What follows belongs to an exercise in optimizing a design on an open flow for small area; a production flow would make more cautious choices. Where RTL was checked, it was by simulation tests only, not by an equivalence proof against the original. Power figures rest on the tool's default switching activity, not on a simulated workload.

== raven ==
## top
module top (
    input CLK,
    input RST,
    input IRDA,
    output DS_EN1, DS_EN2, DS_EN3, DS_EN4,
    output DS_A, DS_B, DS_C, DS_D, DS_E, DS_F, DS_G,
    output TXD
);
==> flow/config.mk <==
export PLATFORM = sky130hd
export DESIGN_NAME = top
export DESIGN_NICKNAME = top
export VERILOG_FILES = /design/flow/design.v
export SDC_FILE = /design/flow/constraint.sdc
export NUM_CORES = 4
export LEC_CHECK = 0
export CAP_MARGIN = 20
export CORE_MARGIN = 2
export CORE_UTILIZATION = 60
export PLACE_DENSITY = 0.75
export SLEW_MARGIN = 20
==> flow/constraint.sdc <==
create_clock -name core_clock -period 20.0 [get_ports {CLK}]
set_input_delay 4.0000 -clock core_clock [delete_from_list [all_inputs] [get_ports {CLK}]]
set_output_delay 4.0000 -clock core_clock [all_outputs]
set_load 0.01 [all_outputs]
standard.sh (not shown) runs the stock make flow with config.mk's settings and CLKGATE_MAP_FILE= SYNTH_SCRIPT=/design/flow/synth_recipe.tcl, a recipe that flattens the netlist after the stock synthesis.
==> flow/flow/run.sh <==
#!/bin/bash
# Own layout flow: the standard ORFS flow with three changes.
#  1. Synthesis: ORFS's synth.tcl without the extract_fa pass, and ABC run
#     with an area-oriented script (flow/abc.script) instead of the speed one.
#     Registers are mapped before ABC exactly as in the standard synthesis.
#  2. CTS: TritonCTS with clkbuf_4 only and no dummy loads.
#  3. Port buffers are buf_1 (the smallest buffer) instead of the resizer's pick.
# Every tool's output goes to a log file in this folder.
set -euo pipefail
W=$PWD
mkdir -p "$W/own"
sed -e '/^ *extract_fa /d' \
    -e 's|log_cmd abc {\*}\$abc_args|log_cmd abc {*}[lreplace $abc_args 1 1 $::env(OWN_ABC_SCRIPT)]|' \
    "$FLOW_HOME/scripts/synth.tcl" > "$W/own/synth_orfs.tcl"
grep -q 'OWN_ABC_SCRIPT' "$W/own/synth_orfs.tcl"
if grep -q '^ *extract_fa ' "$W/own/synth_orfs.tcl"; then exit 1; fi
export OWN_SYNTH_TCL="$W/own/synth_orfs.tcl"
export OWN_ABC_SCRIPT="$W/flow/abc.script"
make -C "$FLOW_HOME" DESIGN_CONFIG="$W/config.mk" WORK_HOME="$W/orfs" CLKGATE_MAP_FILE= \
    SYNTH_SCRIPT="$W/flow/synth.tcl" ABC_AREA=1 \
    BUFFER_PORTS_ARGS="-buffer_cell sky130_fd_sc_hd__buf_1" \
    CTS_ARGS="-sink_clustering_enable -repair_clock_nets -buf_list sky130_fd_sc_hd__clkbuf_4 -dont_use_dummy_load" \
    finish > "$W/make.log" 2>&1
R="$W/orfs/results/$FLOW_PLATFORM/top/base"
: # left out here: write the final layout as DEF
==> flow/flow/abc.script <==
strash
dc2
&get -n
&st
&dch -f
&nf -a -F 20 -A 20 -E 100
&put
==> flow/flow/synth.tcl <==
proc synth {args} { yosys synth -nofsm -noshare {*}$args }
source $::env(OWN_SYNTH_TCL)
# left out here: clear keep_hierarchy, flatten, clean up, hide names made inside functions, write 1_2_yosys.v
The flow did not stop early for raven: all stages ran, and the layout cleared the timing, DRC and antenna checks.
What ember does differently from raven at the input level:
diff --git a/flow/flow/run.sh b/flow/flow/run.sh
--- a/flow/flow/run.sh
+++ b/flow/flow/run.sh
@@ -1,3 +1,3 @@
 #!/bin/bash
-# Own layout flow: the standard ORFS flow with three changes.
+# Own layout flow: the standard ORFS flow with four changes.
 #  1. Synthesis: ORFS's synth.tcl without the extract_fa pass, and ABC run
@@ -7,2 +7,3 @@
 #  3. Port buffers are buf_1 (the smallest buffer) instead of the resizer's pick.
+#  4. Tie cells are not split per load (SKIP_REPAIR_TIE_FANOUT=1).
 # Every tool's output goes to a log file in this folder.
@@ -20,3 +21,3 @@
     SYNTH_SCRIPT="$W/flow/synth.tcl" ABC_AREA=1 \
-    BUFFER_PORTS_ARGS="-buffer_cell sky130_fd_sc_hd__buf_1" \
+    SKIP_REPAIR_TIE_FANOUT=1 BUFFER_PORTS_ARGS="-buffer_cell sky130_fd_sc_hd__buf_1" \
     CTS_ARGS="-sink_clustering_enable -repair_clock_nets -buf_list sky130_fd_sc_hd__clkbuf_4 -dont_use_dummy_load" \
==> flow/flow/abc.script <==
strash
dc2
&get -n
&st
&dch -f
&nf -a -F 20 -A 20 -E 100 -R 100
&put
==> results.txt <==
- [compare] base=raven new=ember: leakage dissipation lost 0.000015 uW; total power picked up an extra about 0.3%; final instance count without filler cells lost 2.5%.
- Re stage delay of the slowest cell on the critical path: raven and ember aren't equal, and the lower value belongs to raven.
- Fmax: ember lower than raven
- Looking at number of placed instances with taps included across raven and ember, the one that comes out higher is raven.
The inputs of yarrow differ from those of ember as listed below.
# ember
export LEC_CHECK = 0
export CAP_MARGIN = 20
export CORE_MARGIN = 2
export CORE_UTILIZATION = 60
export PLACE_DENSITY = 0.75
export SLEW_MARGIN = 20
create_clock -name core_clock -period 20.0 [get_ports {CLK}]
# yarrow
export LEC_CHECK = 0
export CAP_MARGIN = 20
export CORE_MARGIN = 2
export CORE_UTILIZATION = 75
export PLACE_DENSITY = 0.9
export SLEW_MARGIN = 20
create_clock -name core_clock -period 20.0 [get_ports {CLK}]
diff --git a/flow/flow/run.sh b/flow/flow/run.sh
--- a/flow/flow/run.sh
+++ b/flow/flow/run.sh
@@ -1,3 +1,3 @@
 #!/bin/bash
-# Own layout flow: the standard ORFS flow with four changes.
+# Own layout flow: the standard ORFS flow with three changes.
 #  1. Synthesis: ORFS's synth.tcl without the extract_fa pass, and ABC run
@@ -7,3 +7,2 @@
 #  3. Port buffers are buf_1 (the smallest buffer) instead of the resizer's pick.
-#  4. Tie cells are not split per load (SKIP_REPAIR_TIE_FANOUT=1).
 # Every tool's output goes to a log file in this folder.
==> flow/flow/abc.script <==
strash
dc2
&get -n
&st
&dch -f
&nf -a -F 20 -A 20 -E 100
&put
--- outcome ---
Both conditions hold for yarrow: the flow ran to the end and the final layout passed the timing, DRC and antenna checks. In yarrow the basic-gate share of the synthesized area counting and, or, nand and nor cells turned out 1.3 points lower than in ember. Non-clock buffer count for yarrow: 1 up relative to ember. Changes observed in yarrow relative to ember: maximum frequency flat; wire length of the first global-routing pass went down about 5%; number of fill cells shows a reduction of 41%; relative contribution of combinational cells to total power essentially unchanged.
[inputs] violet vs yarrow
# yarrow
export LEC_CHECK = 0
export CAP_MARGIN = 20
export CORE_MARGIN = 2
export CORE_UTILIZATION = 75
export PLACE_DENSITY = 0.9
export SLEW_MARGIN = 20
create_clock -name core_clock -period 20.0 [get_ports {CLK}]
# violet
export LEC_CHECK = 0
export CAP_MARGIN = 10
export CORE_MARGIN = 2
export CORE_UTILIZATION = 60
export PLACE_DENSITY = 0.75
export SLEW_MARGIN = 10
create_clock -name core_clock -period 20.0 [get_ports {CLK}]
==> results.txt <==
Comparing yarrow and violet, the higher routed length per placed instance is on yarrow. Signal arrival time at the worst endpoint: violet vs yarrow — no meaningful difference. Maximum clock frequency of yarrow is on par with violet. violet vs yarrow — die area rose 23%. Relative to yarrow, the first-iteration DRC count measured on violet has decreased by a few percent. Between violet and yarrow, it is violet whose total power is higher, by 0.37%. Per the comparison of violet with yarrow, synthesis-to-layout area growth increased by 0.21 points relative to the old numbers; global routing met3 resource utilization fell by 5.7 points.


The RTL this note starts from:
==> flow/design.v <==
module top (
    input CLK,
    input RST,
    input IRDA,
    output DS_EN1, DS_EN2, DS_EN3, DS_EN4,
    output DS_A, DS_B, DS_C, DS_D, DS_E, DS_F, DS_G,
    output TXD
);
reg [11:0] dl;
reg [1:0] di;
wire dl_z = ~|dl[10:0];
always @(posedge CLK)
    if (RST) begin
        dl <= 12'd0;
        di <= 2'd0;
    end else begin
        dl <= {dl[10:0], dl[11] ^ dl[5] ^ dl[3] ^ dl[0] ^ dl_z};
        if (dl[11] & dl_z)
            di <= di + 2'd1;
    end
assign DS_EN1 = ~(di == 2'd3);
assign DS_EN2 = ~(di == 2'd2);
assign DS_EN3 = ~(di == 2'd1);
assign DS_EN4 = ~(di == 2'd0);
assign {DS_A, DS_B, DS_C, DS_D, DS_E, DS_F, DS_G} = 7'b1111110;
reg ir_in, pulse;
always @(posedge CLK)
    if (RST) begin
        ir_in <= 1'b0;
        pulse <= 1'b0;
    end else begin
        ir_in <= ~IRDA;
        pulse <= ir_in;
    end
wire ir_edge = ir_in ^ pulse;
reg [5:0]  cr;
reg [14:0] cq;
wire cr_last = cr[5] & cr[4] & cr[1] & cr[0];
wire wrap = cr[4] & cr[3] & cr[1] &                    
            cq[14] & cq[12] & cq[8] & cq[7] & cq[6] &  
            cq[5] & cq[3] & cq[1] & cq[0];
always @(posedge CLK)
    if (RST | ir_edge | wrap | cr_last)
        cr <= 6'd0;
    else
        cr <= {cr[4:0], ~(cr[5] ^ cr[0])};
always @(posedge CLK)
    if (RST | ir_edge | wrap)
        cq <= 15'd0;
    else if (cr_last)
        cq <= cq + 15'd1;
reg [14:0] dur;
always @(posedge CLK)
    if (ir_edge)
        dur <= cq;
reg [3:0] b;
reg [3:0] c;
reg [2:0] char_cnt;
reg [6:0] data;
wire idle = (b == 4'd9);
wire load = idle & (c == 4'd7);
wire bit_end = (c == 4'd9);
assign TXD = b[3] ? ~b[1] : (b[2:0] == 3'd7 ? 1'b0 : data[b[2:0]]);
always @(posedge CLK)
    if (RST) begin
        b <= 4'd9;
        c <= 4'd0;
    end else if (idle) begin
        if (c[3]) begin
            b <= 4'd15;
            c <= 4'd0;
        end else
            c <= {load & (char_cnt != 3'd0), c[2:0] + 3'd1};
    end else if (bit_end) begin
        b <= b + 4'd1;
        c <= 4'd0;
    end else
        c <= c + 4'd1;
wire [3:0] nib = char_cnt == 3'd2 ? {1'b0, dur[14:12]} :
                 char_cnt == 3'd3 ? dur[11:8] :
                 char_cnt == 3'd4 ? dur[7:4] : dur[3:0];
wire [6:0] hex = nib < 4'd10 ? {3'b011, nib} : {4'b1100, nib[2:0] + 3'd7};
always @(posedge CLK)
    if (RST)
        char_cnt <= 3'd0;
    else if (load & (char_cnt != 3'd0))
        char_cnt <= char_cnt + 3'd1;
    else if (ir_edge)
        char_cnt <= 3'd1;
always @(posedge CLK)
    if (load)
        case (char_cnt)
        3'd1: data <= pulse ? 7'h2d : 7'h2b;
        3'd6: data <= 7'h0d;
        3'd7: data <= 7'h0a;
        default: data <= hex;
        endcase
endmodule
make LEC_CHECK=0 CAP_MARGIN=20 CORE_MARGIN=2 CORE_UTILIZATION=60 CTS_BUF_LIST=sky130_fd_sc_hd__clkbuf_4 PLACE_DENSITY=0.75 SLEW_MARGIN=20 finish   # period 20.0 ns
run.sh (not shown) runs the stock make flow with config.mk's settings and CLKGATE_MAP_FILE= SYNTH_SCRIPT=/design/flow/synth_recipe.tcl, a recipe that flattens the netlist after the stock synthesis.
Stock flow here: none of the scripts above is used.
Change:
- CORE_UTILIZATION: 60 -> 70
- CTS_BUF_LIST: sky130_fd_sc_hd__clkbuf_4 -> sky130_fd_sc_hd__clkbuf_4 sky130_fd_sc_hd__clkbuf_8
- CTS_CLUSTER_DIAMETER: unset -> 500
- CTS_CLUSTER_SIZE: unset -> 100
- PLACE_DENSITY: 0.75 -> 0.8
Total power is higher by 13%.
Clock-buffer cell count is unchanged.
Area after synthesis does not change.
Cell count is lower by 4.9%.
Setup slack gains 0.028 ns.
Design area is higher by 1.6%.
Worst hold slack loses 0.033 ns.
Routed wire length is higher by 10%.
Via count is higher by 2.2%.
Clock power is higher by 37%.
Global-route usage is higher by 5.1 points.
No run of this note included a check of the RTL's function; only the layout flow was run.

[static timing again, ports no longer ideal]
No port has a modelled driver above. Below, the same layouts with a new extraction and two added sets of constraints. Step 1 sets driving cells, clkbuf_16 on the clock port and buf_2 on the other inputs (assumed; they add their load-dependent delay and slew). Step 2 times the ports against the registers' clock, not the clock port: input delays grow and output delays shrink by t, the midpoint of the rising clock arrivals with the driver on. a / b / c = no drivers / after step 1 / after step 2; a / b = the first two.
run | shift t [ns] | slack for setup (ns) | cell pins on the clock port's net
raven | 0.397 | 13.904 / 13.882 / 14.280 | 1
ember | 0.400 | 13.841 / 13.817 / 14.217 | 1
yarrow | 0.403 | 13.848 / 13.822 / 14.226 | 1
violet | 0.394 | 13.844 / 13.818 / 14.212 | 1
the first run of note 2 | 0.423 | 13.876 / 13.852 / 14.275 | 1
the second run of note 2 | 0.363 | 13.903 / 13.877 / 14.001 | 1
After both steps every run listed still meets setup and hold.
